From an optimization exercise on the open Yosys and OpenROAD flow, aimed at small area, a short achievable clock period and few clock cycles per item; shortcuts taken in it are not production practice.
Where RTL was checked, it was by simulation tests only, not by an equivalence proof against the original.
No driver is modelled on the clock port, so clocking that relies on it looks cheaper here than on a real chip.
Power figures rest on the tool's default switching activity, not on a simulated workload.

Setup of lane 2:
==> module switch, before the edit <==
module switch
#(
    parameter ROUTER_WIDTH = 2,
    parameter AURORA_WIDTH = 256
)(
    input clk,
    input rst_n,
    input [ROUTER_WIDTH - 1:0] src_router,
    input empty_input_port_0,
    input [AURORA_WIDTH - 1:0] data_in_port_0,
    output rd_input_port_0,
    input empty_ack_fifo,
    input [AURORA_WIDTH - 1:0] ack_data,
    output rd_ack_fifo,
    input empty_input_port_1,
    input [AURORA_WIDTH - 1:0] data_in_port_1,
    output rd_input_port_1,
    input empty_input_port_2,
    input [AURORA_WIDTH - 1:0] data_in_port_2,
    output rd_input_port_2,
    output we_output_port_0,
    output [AURORA_WIDTH - 1:0] data_out_port_0,
    output we_output_port_1,
    output [AURORA_WIDTH - 1:0] data_out_port_1,
    output we_output_port_2,
    output [AURORA_WIDTH - 1:0] data_out_port_2
);
wire [AURORA_WIDTH - 1:0] din [0:3];
assign din[0] = data_in_port_0;
assign din[1] = ack_data;
assign din[2] = data_in_port_1;
assign din[3] = data_in_port_2;
wire [3:0] empty = {empty_input_port_2, empty_input_port_1, empty_ack_fifo, empty_input_port_0};
reg [3:0] held;     
reg [3:0] sel_a;    
reg [3:0] sel_b;    
reg [3:0] first;    
reg [3:0] to2;            
reg [3:0] to2_n;
always @(*) begin
    case (src_router)
        2'd0: to2_n = 4'b0110;
        2'd1: to2_n = 4'b1100;
        2'd2: to2_n = 4'b1001;
        default: to2_n = 4'b0011;
    endcase
end
wire [3:0] to1 = {to2[2:0], to2[3]} & ~to2;
wire [3:0] to0 = ~to2 & ~to1;
wire [3:0] dec [0:3];
wire [3:0] is2;
genvar g;
generate
    for (g = 0; g < 4; g = g + 1) begin : g_route
        dst_decode dec_i (.dst(din[g][3:2]), .dec(dec[g]));
        and_or #(.N(4)) is2_i (.t(to2), .s(dec[g]), .y(is2[g]));
    end
endgenerate
wire [15:0] dec_all = {dec[3], dec[2], dec[1], dec[0]};
wire [15:0] t2 = {to2 & {4{sel_a[3]}}, to2 & {4{sel_a[2]}}, to2 & {4{sel_a[1]}}, to2 & {4{sel_a[0]}}};
wire [15:0] t1 = {to1 & {4{sel_b[3]}}, to1 & {4{sel_b[2]}}, to1 & {4{sel_b[1]}}, to1 & {4{sel_b[0]}}};
wire [15:0] t0 = {to0 & {4{sel_b[3]}}, to0 & {4{sel_b[2]}}, to0 & {4{sel_b[1]}}, to0 & {4{sel_b[0]}}};
and_or #(.N(16)) we2_i (.t(t2), .s(dec_all), .y(we_output_port_2));
and_or #(.N(16)) we1_i (.t(t1), .s(dec_all), .y(we_output_port_1));
and_or #(.N(16)) we0_i (.t(t0), .s(dec_all), .y(we_output_port_0));
wire [3:0] rd_tab [0:3];
wire [3:0] rd;
generate
    for (g = 0; g < 4; g = g + 1) begin : g_rd_tab
        assign rd_tab[g] = {4{~held[g]}} | (to2 & {4{sel_a[g]}}) | (~to2 & {4{sel_b[g]}});
    end
endgenerate
generate
    for (g = 0; g < 4; g = g + 1) begin : g_rd
        and_or #(.N(4)) rd_i (.t(rd_tab[g]), .s(dec[g]), .y(rd[g]));
    end
endgenerate
assign rd_input_port_0 = rd[0];
assign rd_ack_fifo     = rd[1];
assign rd_input_port_1 = rd[2];
assign rd_input_port_2 = rd[3];
reg [AURORA_WIDTH - 1:0] out_a, out_b;
integer k;
always @(*) begin
    out_a = {AURORA_WIDTH{1'b0}};
    out_b = {AURORA_WIDTH{1'b0}};
    for (k = 0; k < 4; k = k + 1) begin
        out_a = out_a | (din[k] & {AURORA_WIDTH{sel_a[k]}});
        out_b = out_b | (din[k] & {AURORA_WIDTH{sel_b[k]}});
    end
end
assign data_out_port_2 = out_a;
assign data_out_port_0 = out_b;
assign data_out_port_1 = out_b;
wire [3:0] ka  = held & ~sel_a & is2;
wire [3:0] kb  = held & ~sel_b & ~is2;
wire [3:0] pop = ~empty & (~held | (is2 & sel_a) | (~is2 & sel_b));
reg [3:0] ahead [0:3];    
integer i, j, c;
always @(*) begin
    for (i = 0; i < 4; i = i + 1)
        for (j = 0; j < 4; j = j + 1) begin
            ahead[i][j] = 1'b0;
            for (c = 0; c < 4; c = c + 1)
                if (((j - c) & 3) < ((i - c) & 3))
                    ahead[i][j] = ahead[i][j] | first[c];
        end
end
reg [3:0] ka_first, kb_first, pop_first, pop_last;
always @(*) begin
    for (i = 0; i < 4; i = i + 1) begin
        ka_first[i]  = ka[i]  & ~|(ka  & ahead[i]);
        kb_first[i]  = kb[i]  & ~|(kb  & ahead[i]);
        pop_first[i] = pop[i] & ~|(pop & ahead[i]);
        pop_last[i]  = pop[i];
        for (j = 0; j < 4; j = j + 1)
            if (j != i) pop_last[i] = pop_last[i] & ~(pop[j] & ahead[j][i]);
    end
end
wire [3:0] next_a = ka_first | ({4{~|ka}} & pop_first);
wire [3:0] next_b = kb_first | ({4{~|kb}} & pop_last);
wire [3:0] held_n = pop | ka | kb;
always @(posedge clk or negedge rst_n) begin
    if (!rst_n) begin
        held  <= 4'd0;
        sel_a <= 4'd0;
        sel_b <= 4'd0;
        first <= 4'b0001;
        to2   <= 4'd0;
    end else begin
        held  <= held_n;
        sel_a <= next_a;
        sel_b <= next_b;
        first <= {first[2:0], first[3]};
        to2   <= to2_n;
    end
end
endmodule
clock: 5.0 ns
lec_check: 0
cap_margin: 20
core_area: 5 5 315 315
die_area: 0 0 320 320
slew_margin: 20
synth_hierarchical: 1
standard.sh (not shown) runs the stock make flow with config.mk's settings and CLKGATE_MAP_FILE= SYNTH_SCRIPT=/design/flow/synth_recipe.tcl, a recipe that flattens the netlist after the stock synthesis.
==> flow/flow/run.sh <==
#!/bin/bash
# Own layout flow: the standard ORFS flow with
#  - minimum-size port buffers (every port still gets its own buffer),
#  - every pin placed by hand at one track pitch on a small die: the data
#    bits in order around the edge, each bit's pins side by side, and the
#    destination bits with the control pins,
#  - balanced fanout trees for the path-select registers,
#  - after CTS, a timing repair of the control and select paths only.
set -euo pipefail
here=$(pwd)
export BUFFER_PORTS_ARGS="-buffer_cell sky130_fd_sc_hd__buf_1"
export PRE_IO_PLACEMENT_TCL="$here/flow/pins.tcl"
export PP_CORNER=5
export PRE_RESIZE_TCL="$here/flow/resize_pre.tcl"
export POST_CTS_TCL="$here/flow/cts_post.tcl"
export TUNE_MARGIN=2.2
bash standard.sh > "$here/standard.log" 2>&1
Other scripts of this flow, unchanged in this note and not shown: flow/flow/cts_post.tcl, flow/flow/pinplace.tcl, flow/flow/pins.tcl, flow/flow/resize_pre.tcl, flow/flow/seltree.tcl, flow/flow/tune.tcl
### lane 2 -> lane 1
==> flow/design.v, changed modules only <==
module switch
#(
    parameter ROUTER_WIDTH = 2,
    parameter AURORA_WIDTH = 256
)(
    input clk,
    input rst_n,
    input [ROUTER_WIDTH - 1:0] src_router,
    input empty_input_port_0,
    input [AURORA_WIDTH - 1:0] data_in_port_0,
    output rd_input_port_0,
    input empty_ack_fifo,
    input [AURORA_WIDTH - 1:0] ack_data,
    output rd_ack_fifo,
    input empty_input_port_1,
    input [AURORA_WIDTH - 1:0] data_in_port_1,
    output rd_input_port_1,
    input empty_input_port_2,
    input [AURORA_WIDTH - 1:0] data_in_port_2,
    output rd_input_port_2,
    output we_output_port_0,
    output [AURORA_WIDTH - 1:0] data_out_port_0,
    output we_output_port_1,
    output [AURORA_WIDTH - 1:0] data_out_port_1,
    output we_output_port_2,
    output [AURORA_WIDTH - 1:0] data_out_port_2
);
wire [AURORA_WIDTH - 1:0] din [0:3];
assign din[0] = data_in_port_0;
assign din[1] = ack_data;
assign din[2] = data_in_port_1;
assign din[3] = data_in_port_2;
wire [3:0] empty = {empty_input_port_2, empty_input_port_1, empty_ack_fifo, empty_input_port_0};
reg [3:0] held;     
reg [3:0] sel_a;    
reg [3:0] sel_b;    
reg [3:0] first;    
reg [3:0] rd_tab [0:3];   
reg [3:0] to2, to1;       
reg [3:0] to2_n, to1_n;
always @(*) begin
    case (src_router)
        2'd0: begin to2_n = 4'b0110; to1_n = 4'b1000; end
        2'd1: begin to2_n = 4'b1100; to1_n = 4'b0001; end
        2'd2: begin to2_n = 4'b1001; to1_n = 4'b0010; end
        default: begin to2_n = 4'b0011; to1_n = 4'b0100; end
    endcase
end
wire [3:0] to0 = ~to2 & ~to1;
wire [3:0] dec [0:3];
wire [3:0] is2;
genvar g;
generate
    for (g = 0; g < 4; g = g + 1) begin : g_route
        dst_decode dec_i (.dst(din[g][3:2]), .dec(dec[g]));
        and_or #(.N(4)) is2_i (.t(to2), .s(dec[g]), .y(is2[g]));
    end
endgenerate
wire [15:0] dec_all = {dec[3], dec[2], dec[1], dec[0]};
wire [15:0] t2 = {to2 & {4{sel_a[3]}}, to2 & {4{sel_a[2]}}, to2 & {4{sel_a[1]}}, to2 & {4{sel_a[0]}}};
wire [15:0] t1 = {to1 & {4{sel_b[3]}}, to1 & {4{sel_b[2]}}, to1 & {4{sel_b[1]}}, to1 & {4{sel_b[0]}}};
wire [15:0] t0 = {to0 & {4{sel_b[3]}}, to0 & {4{sel_b[2]}}, to0 & {4{sel_b[1]}}, to0 & {4{sel_b[0]}}};
and_or #(.N(16)) we2_i (.t(t2), .s(dec_all), .y(we_output_port_2));
and_or #(.N(16)) we1_i (.t(t1), .s(dec_all), .y(we_output_port_1));
and_or #(.N(16)) we0_i (.t(t0), .s(dec_all), .y(we_output_port_0));
wire [3:0] rd;
generate
    for (g = 0; g < 4; g = g + 1) begin : g_rd
        and_or #(.N(4)) rd_i (.t(rd_tab[g]), .s(dec[g]), .y(rd[g]));
    end
endgenerate
assign rd_input_port_0 = rd[0];
assign rd_ack_fifo     = rd[1];
assign rd_input_port_1 = rd[2];
assign rd_input_port_2 = rd[3];
reg [AURORA_WIDTH - 1:0] out_a, out_b;
integer k;
always @(*) begin
    out_a = {AURORA_WIDTH{1'b0}};
    out_b = {AURORA_WIDTH{1'b0}};
    for (k = 0; k < 4; k = k + 1) begin
        out_a = out_a | (din[k] & {AURORA_WIDTH{sel_a[k]}});
        out_b = out_b | (din[k] & {AURORA_WIDTH{sel_b[k]}});
    end
end
assign data_out_port_2 = out_a;
assign data_out_port_0 = out_b;
assign data_out_port_1 = out_b;
wire [3:0] ka  = held & ~sel_a & is2;
wire [3:0] kb  = held & ~sel_b & ~is2;
wire [3:0] pop = ~empty & (~held | (is2 & sel_a) | (~is2 & sel_b));
reg [3:0] ahead [0:3];    
integer i, j, c;
always @(*) begin
    for (i = 0; i < 4; i = i + 1)
        for (j = 0; j < 4; j = j + 1) begin
            ahead[i][j] = 1'b0;
            for (c = 0; c < 4; c = c + 1)
                if (((j - c) & 3) < ((i - c) & 3))
                    ahead[i][j] = ahead[i][j] | first[c];
        end
end
reg [3:0] ka_first, kb_first, pop_first, pop_last;
always @(*) begin
    for (i = 0; i < 4; i = i + 1) begin
        ka_first[i]  = ka[i]  & ~|(ka  & ahead[i]);
        kb_first[i]  = kb[i]  & ~|(kb  & ahead[i]);
        pop_first[i] = pop[i] & ~|(pop & ahead[i]);
        pop_last[i]  = pop[i];
        for (j = 0; j < 4; j = j + 1)
            if (j != i) pop_last[i] = pop_last[i] & ~(pop[j] & ahead[j][i]);
    end
end
wire [3:0] next_a = ka_first | ({4{~|ka}} & pop_first);
wire [3:0] next_b = kb_first | ({4{~|kb}} & pop_last);
wire [3:0] held_n = pop | ka | kb;
always @(posedge clk or negedge rst_n) begin
    if (!rst_n) begin
        held  <= 4'd0;
        sel_a <= 4'd0;
        sel_b <= 4'd0;
        first <= 4'b0001;
        to2   <= 4'd0;
        to1   <= 4'd0;
        for (i = 0; i < 4; i = i + 1) rd_tab[i] <= 4'b1111;
    end else begin
        held  <= held_n;
        sel_a <= next_a;
        sel_b <= next_b;
        first <= {first[2:0], first[3]};
        to2   <= to2_n;
        to1   <= to1_n;
        for (i = 0; i < 4; i = i + 1)
            rd_tab[i] <= {4{~held_n[i]}} | (to2_n & {4{next_a[i]}}) | (~to2_n & {4{next_b[i]}});
    end
end
endmodule
### Flow results
Re proportion of power drawn by the clock network: lane 1 is 0.4 points up on lane 2. First-pass GRT wire length (lower): lane 2. In lane 1, count of inserted antenna diode cells is higher than in lane 2. Going from lane 2 to lane 1, via count shows an increase of about 0.5%; final critical-path setup slack shows a reduction of 0.0044 ns. Against lane 2, lane 1 reports a register-to-register slack that is higher. Delta (lane 1 minus lane 2): final routed wirelength across all metal layers climbed 1600 um; power after layout went up 920 uW; relative max-transition margin now sits lower; length of routed met2 wiring higher. | final RePlAce weighted congestion | lower: lane 2 |.
Testbench counts of lane 1, summed over its fixed seeds: cycles 1,175, items 1,920.
Function not checked in lane 2: the RTL went through the layout flow alone.

Another version of the RTL of router_switch (not shown whole).
Size in the first run: roughly 2100 cells after synthesis, roughly 20 flip-flops, ~13000 µm² of cells after synthesis.
==> module switch, before the edit <==
module switch
#(
    parameter ROUTER_WIDTH = 2,
    parameter AURORA_WIDTH = 256
)(
    input clk,
    input rst_n,
    input [ROUTER_WIDTH - 1:0] src_router,
    input empty_input_port_0,
    input [AURORA_WIDTH - 1:0] data_in_port_0,
    output rd_input_port_0,
    input empty_ack_fifo,
    input [AURORA_WIDTH - 1:0] ack_data,
    output rd_ack_fifo,
    input empty_input_port_1,
    input [AURORA_WIDTH - 1:0] data_in_port_1,
    output rd_input_port_1,
    input empty_input_port_2,
    input [AURORA_WIDTH - 1:0] data_in_port_2,
    output rd_input_port_2,
    output we_output_port_0,
    output [AURORA_WIDTH - 1:0] data_out_port_0,
    output we_output_port_1,
    output [AURORA_WIDTH - 1:0] data_out_port_1,
    output we_output_port_2,
    output [AURORA_WIDTH - 1:0] data_out_port_2
);
wire [AURORA_WIDTH - 1:0] din [0:3];
assign din[0] = data_in_port_0;
assign din[1] = ack_data;
assign din[2] = data_in_port_1;
assign din[3] = data_in_port_2;
wire [3:0] empty = {empty_input_port_2, empty_input_port_1, empty_ack_fifo, empty_input_port_0};
reg [3:0] held;     
reg [3:0] sel_a;    
reg [3:0] sel_b;    
reg [3:0] first;    
reg [3:0] to2;            
reg [3:0] to2_n;
always @(*) begin
    case (src_router)
        2'd0: to2_n = 4'b0110;
        2'd1: to2_n = 4'b1100;
        2'd2: to2_n = 4'b1001;
        default: to2_n = 4'b0011;
    endcase
end
wire [3:0] to1 = {to2[2:0], to2[3]} & ~to2;
wire [3:0] to0 = ~to2 & ~to1;
wire [3:0] dec [0:3];
wire [3:0] is2;
genvar g;
generate
    for (g = 0; g < 4; g = g + 1) begin : g_route
        dst_decode dec_i (.dst(din[g][3:2]), .dec(dec[g]));
        and_or #(.N(4)) is2_i (.t(to2), .s(dec[g]), .y(is2[g]));
    end
endgenerate
wire [15:0] dec_all = {dec[3], dec[2], dec[1], dec[0]};
wire [15:0] t2 = {to2 & {4{sel_a[3]}}, to2 & {4{sel_a[2]}}, to2 & {4{sel_a[1]}}, to2 & {4{sel_a[0]}}};
wire [15:0] t1 = {to1 & {4{sel_b[3]}}, to1 & {4{sel_b[2]}}, to1 & {4{sel_b[1]}}, to1 & {4{sel_b[0]}}};
wire [15:0] t0 = {to0 & {4{sel_b[3]}}, to0 & {4{sel_b[2]}}, to0 & {4{sel_b[1]}}, to0 & {4{sel_b[0]}}};
and_or #(.N(16)) we2_i (.t(t2), .s(dec_all), .y(we_output_port_2));
and_or #(.N(16)) we1_i (.t(t1), .s(dec_all), .y(we_output_port_1));
and_or #(.N(16)) we0_i (.t(t0), .s(dec_all), .y(we_output_port_0));
wire [3:0] rd_tab [0:3];
wire [3:0] rd;
generate
    for (g = 0; g < 4; g = g + 1) begin : g_rd
        assign rd_tab[g] = (to2 & {4{sel_a[g]}}) | (~to2 & {4{sel_b[g]}});
        and_or_or #(.N(4)) rd_i (.t(rd_tab[g]), .s(dec[g]), .e(~held[g]), .y(rd[g]));
    end
endgenerate
assign rd_input_port_0 = rd[0];
assign rd_ack_fifo     = rd[1];
assign rd_input_port_1 = rd[2];
assign rd_input_port_2 = rd[3];
genvar b;
generate
    for (b = 0; b < AURORA_WIDTH; b = b + 1) begin : g_bit
        mux4_onehot mux_a (.d({din[3][b], din[2][b], din[1][b], din[0][b]}), .s(sel_a), .y(data_out_port_2[b]));
        mux4_onehot mux_b (.d({din[3][b], din[2][b], din[1][b], din[0][b]}), .s(sel_b), .y(data_out_port_0[b]));
    end
endgenerate
assign data_out_port_1 = data_out_port_0;
wire [3:0] ka  = held & ~sel_a & is2;
wire [3:0] kb  = held & ~sel_b & ~is2;
wire [3:0] pop = ~empty & (~held | (is2 & sel_a) | (~is2 & sel_b));
reg [3:0] ahead [0:3];    
integer i, j, c;
always @(*) begin
    for (i = 0; i < 4; i = i + 1)
        for (j = 0; j < 4; j = j + 1) begin
            ahead[i][j] = 1'b0;
            for (c = 0; c < 4; c = c + 1)
                if (((j - c) & 3) < ((i - c) & 3))
                    ahead[i][j] = ahead[i][j] | first[c];
        end
end
reg [3:0] ka_first, kb_first, pop_first, pop_last;
always @(*) begin
    for (i = 0; i < 4; i = i + 1) begin
        ka_first[i]  = ka[i]  & ~|(ka  & ahead[i]);
        kb_first[i]  = kb[i]  & ~|(kb  & ahead[i]);
        pop_first[i] = pop[i] & ~|(pop & ahead[i]);
        pop_last[i]  = pop[i];
        for (j = 0; j < 4; j = j + 1)
            if (j != i) pop_last[i] = pop_last[i] & ~(pop[j] & ahead[j][i]);
    end
end
wire [3:0] next_a = ka_first | ({4{~|ka}} & pop_first);
wire [3:0] next_b = kb_first | ({4{~|kb}} & pop_last);
wire [3:0] held_n = pop | ka | kb;
always @(posedge clk or negedge rst_n) begin
    if (!rst_n) begin
        held  <= 4'd0;
        sel_a <= 4'd0;
        sel_b <= 4'd0;
        first <= 4'b0001;
        to2   <= 4'd0;
    end else begin
        held  <= held_n;
        sel_a <= next_a;
        sel_b <= next_b;
        first <= {first[2:0], first[3]};
        to2   <= to2_n;
    end
end
endmodule
export LEC_CHECK = 0
export CAP_MARGIN = 20
export CELL_PAD_IN_SITES_DETAIL_PLACEMENT = 1
export CELL_PAD_IN_SITES_GLOBAL_PLACEMENT = 1
export CORE_AREA = 5 5 315 315
export DIE_AREA = 0 0 320 320
export SLEW_MARGIN = 20
export SYNTH_HIERARCHICAL = 1
create_clock -name core_clock -period 5.0 [get_ports {clk}]
==> flow/flow/run.sh <==
#!/bin/bash
# Own layout flow: the standard ORFS flow with
#  - minimum-size port buffers (every port still gets its own buffer),
#  - every pin placed by hand at one track pitch on a small die: the data
#    bits in order around the edge, each bit's pins side by side, and the
#    destination bits with the control pins,
#  - balanced fanout trees for the path-select registers,
#  - after CTS, a timing repair of the control and select paths only.
set -euo pipefail
here=$(pwd)
export BUFFER_PORTS_ARGS="-buffer_cell sky130_fd_sc_hd__buf_1"
export PRE_IO_PLACEMENT_TCL="$here/flow/pins.tcl"
export PP_CORNER=5
export PRE_RESIZE_TCL="$here/flow/resize_pre.tcl"
export POST_CTS_TCL="$here/flow/cts_post.tcl"
export TUNE_MARGIN=2.15
bash standard.sh > "$here/standard.log" 2>&1
Other scripts of this flow, unchanged in this note and not shown: flow/flow/cts_post.tcl, flow/flow/pinplace.tcl, flow/flow/pins.tcl, flow/flow/resize_pre.tcl, flow/flow/seltree.tcl, flow/flow/tune.tcl
Testbench counts at the start, summed over its fixed seeds: cycles 1,175, items 1,920.
Next try:
--- a/flow/design.v
+++ b/flow/design.v
@@ -57,11 +57,18 @@
     end
 endgenerate
-wire [15:0] dec_all = {dec[3], dec[2], dec[1], dec[0]};
 wire [15:0] t2 = {to2 & {4{sel_a[3]}}, to2 & {4{sel_a[2]}}, to2 & {4{sel_a[1]}}, to2 & {4{sel_a[0]}}};
 wire [15:0] t1 = {to1 & {4{sel_b[3]}}, to1 & {4{sel_b[2]}}, to1 & {4{sel_b[1]}}, to1 & {4{sel_b[0]}}};
 wire [15:0] t0 = {to0 & {4{sel_b[3]}}, to0 & {4{sel_b[2]}}, to0 & {4{sel_b[1]}}, to0 & {4{sel_b[0]}}};
-and_or #(.N(16)) we2_i (.t(t2), .s(dec_all), .y(we_output_port_2));
-and_or #(.N(16)) we1_i (.t(t1), .s(dec_all), .y(we_output_port_1));
-and_or #(.N(16)) we0_i (.t(t0), .s(dec_all), .y(we_output_port_0));
+wire [3:0] miss2, miss1, miss0;
+generate
+    for (g = 0; g < 4; g = g + 1) begin : g_we
+        nor_and #(.N(4)) m2 (.t(t2[4*g +: 4]), .s(dec[g]), .y(miss2[g]));
+        nor_and #(.N(4)) m1 (.t(t1[4*g +: 4]), .s(dec[g]), .y(miss1[g]));
+        nor_and #(.N(4)) m0 (.t(t0[4*g +: 4]), .s(dec[g]), .y(miss0[g]));
+    end
+endgenerate
+nand_4 we2_i (.a(miss2), .y(we_output_port_2));
+nand_4 we1_i (.a(miss1), .y(we_output_port_1));
+nand_4 we0_i (.a(miss0), .y(we_output_port_0));
 wire [3:0] rd_tab [0:3];
 wire [3:0] rd;
@@ -178,4 +185,19 @@
 assign y = |(t & s) | e;
 endmodule
+module nor_and #(
+    parameter N = 4
+) (
+    input [N-1:0] t,
+    input [N-1:0] s,
+    output y
+);
+assign y = ~|(t & s);
+endmodule
+module nand_4 (
+    input [3:0] a,
+    output y
+);
+assign y = ~&a;
+endmodule
 module routing_table
 #(
The changed run passed the timing, design-rule and antenna checks. Cell area hardly moves. Cell count hardly moves. Synthesized cell count does not change. Die area stays the same. Utilization stays flat. Synthesized area does not change. Register-to-register slack degrades by 0.08 ns. Combinational power is about the same. Global-route usage hardly moves. Total power went down by 0.48%. First-iteration DRC count went up by 2.6%. Wire length went down by 0.32%. Clock skew stays flat.
Testbench counts after the change, summed over its fixed seeds: cycles 1,175, items 1,920.

static timing again, ports no longer ideal:
The results above use ideal ports. As a check the final layouts listed here were re-extracted and re-timed, cells and wires unchanged. Step 1, drivers: a clkbuf_16 drives clk and a buf_2 each remaining input, both assumed. Step 2 moves the port delays by t, midway between the first and last clock arrival at a register: inputs arrive t later, outputs are due t later. That takes back most of the time a late clock gives input paths. Slacks: ideal ports / drivers / drivers and shift; pairs: ideal ports / drivers.
| run | t (ns) | setup WS [ns] | hold slack, ns |
|---|---|---|---|
| lane 2 | 0.296 | 1.931 / 1.873 / 1.815 | 0.493 / 0.493 / 0.493 |
| lane 1 | 0.314 | 1.927 / 1.871 / 1.693 | 0.516 / 0.516 / 0.516 |
| the first run of note 2 | 0.295 | 1.880 / 1.803 / 1.668 | 0.485 / 0.485 / 0.485 |
| the second run of note 2 | 0.292 | 1.937 / 1.861 / 1.790 | 0.490 / 0.490 / 0.490 |
After both steps setup and hold are still met in every run listed. For lane 1, which loses most, drivers alone change the setup slack by -0.056 ns; drivers and shift together by -0.234 ns.
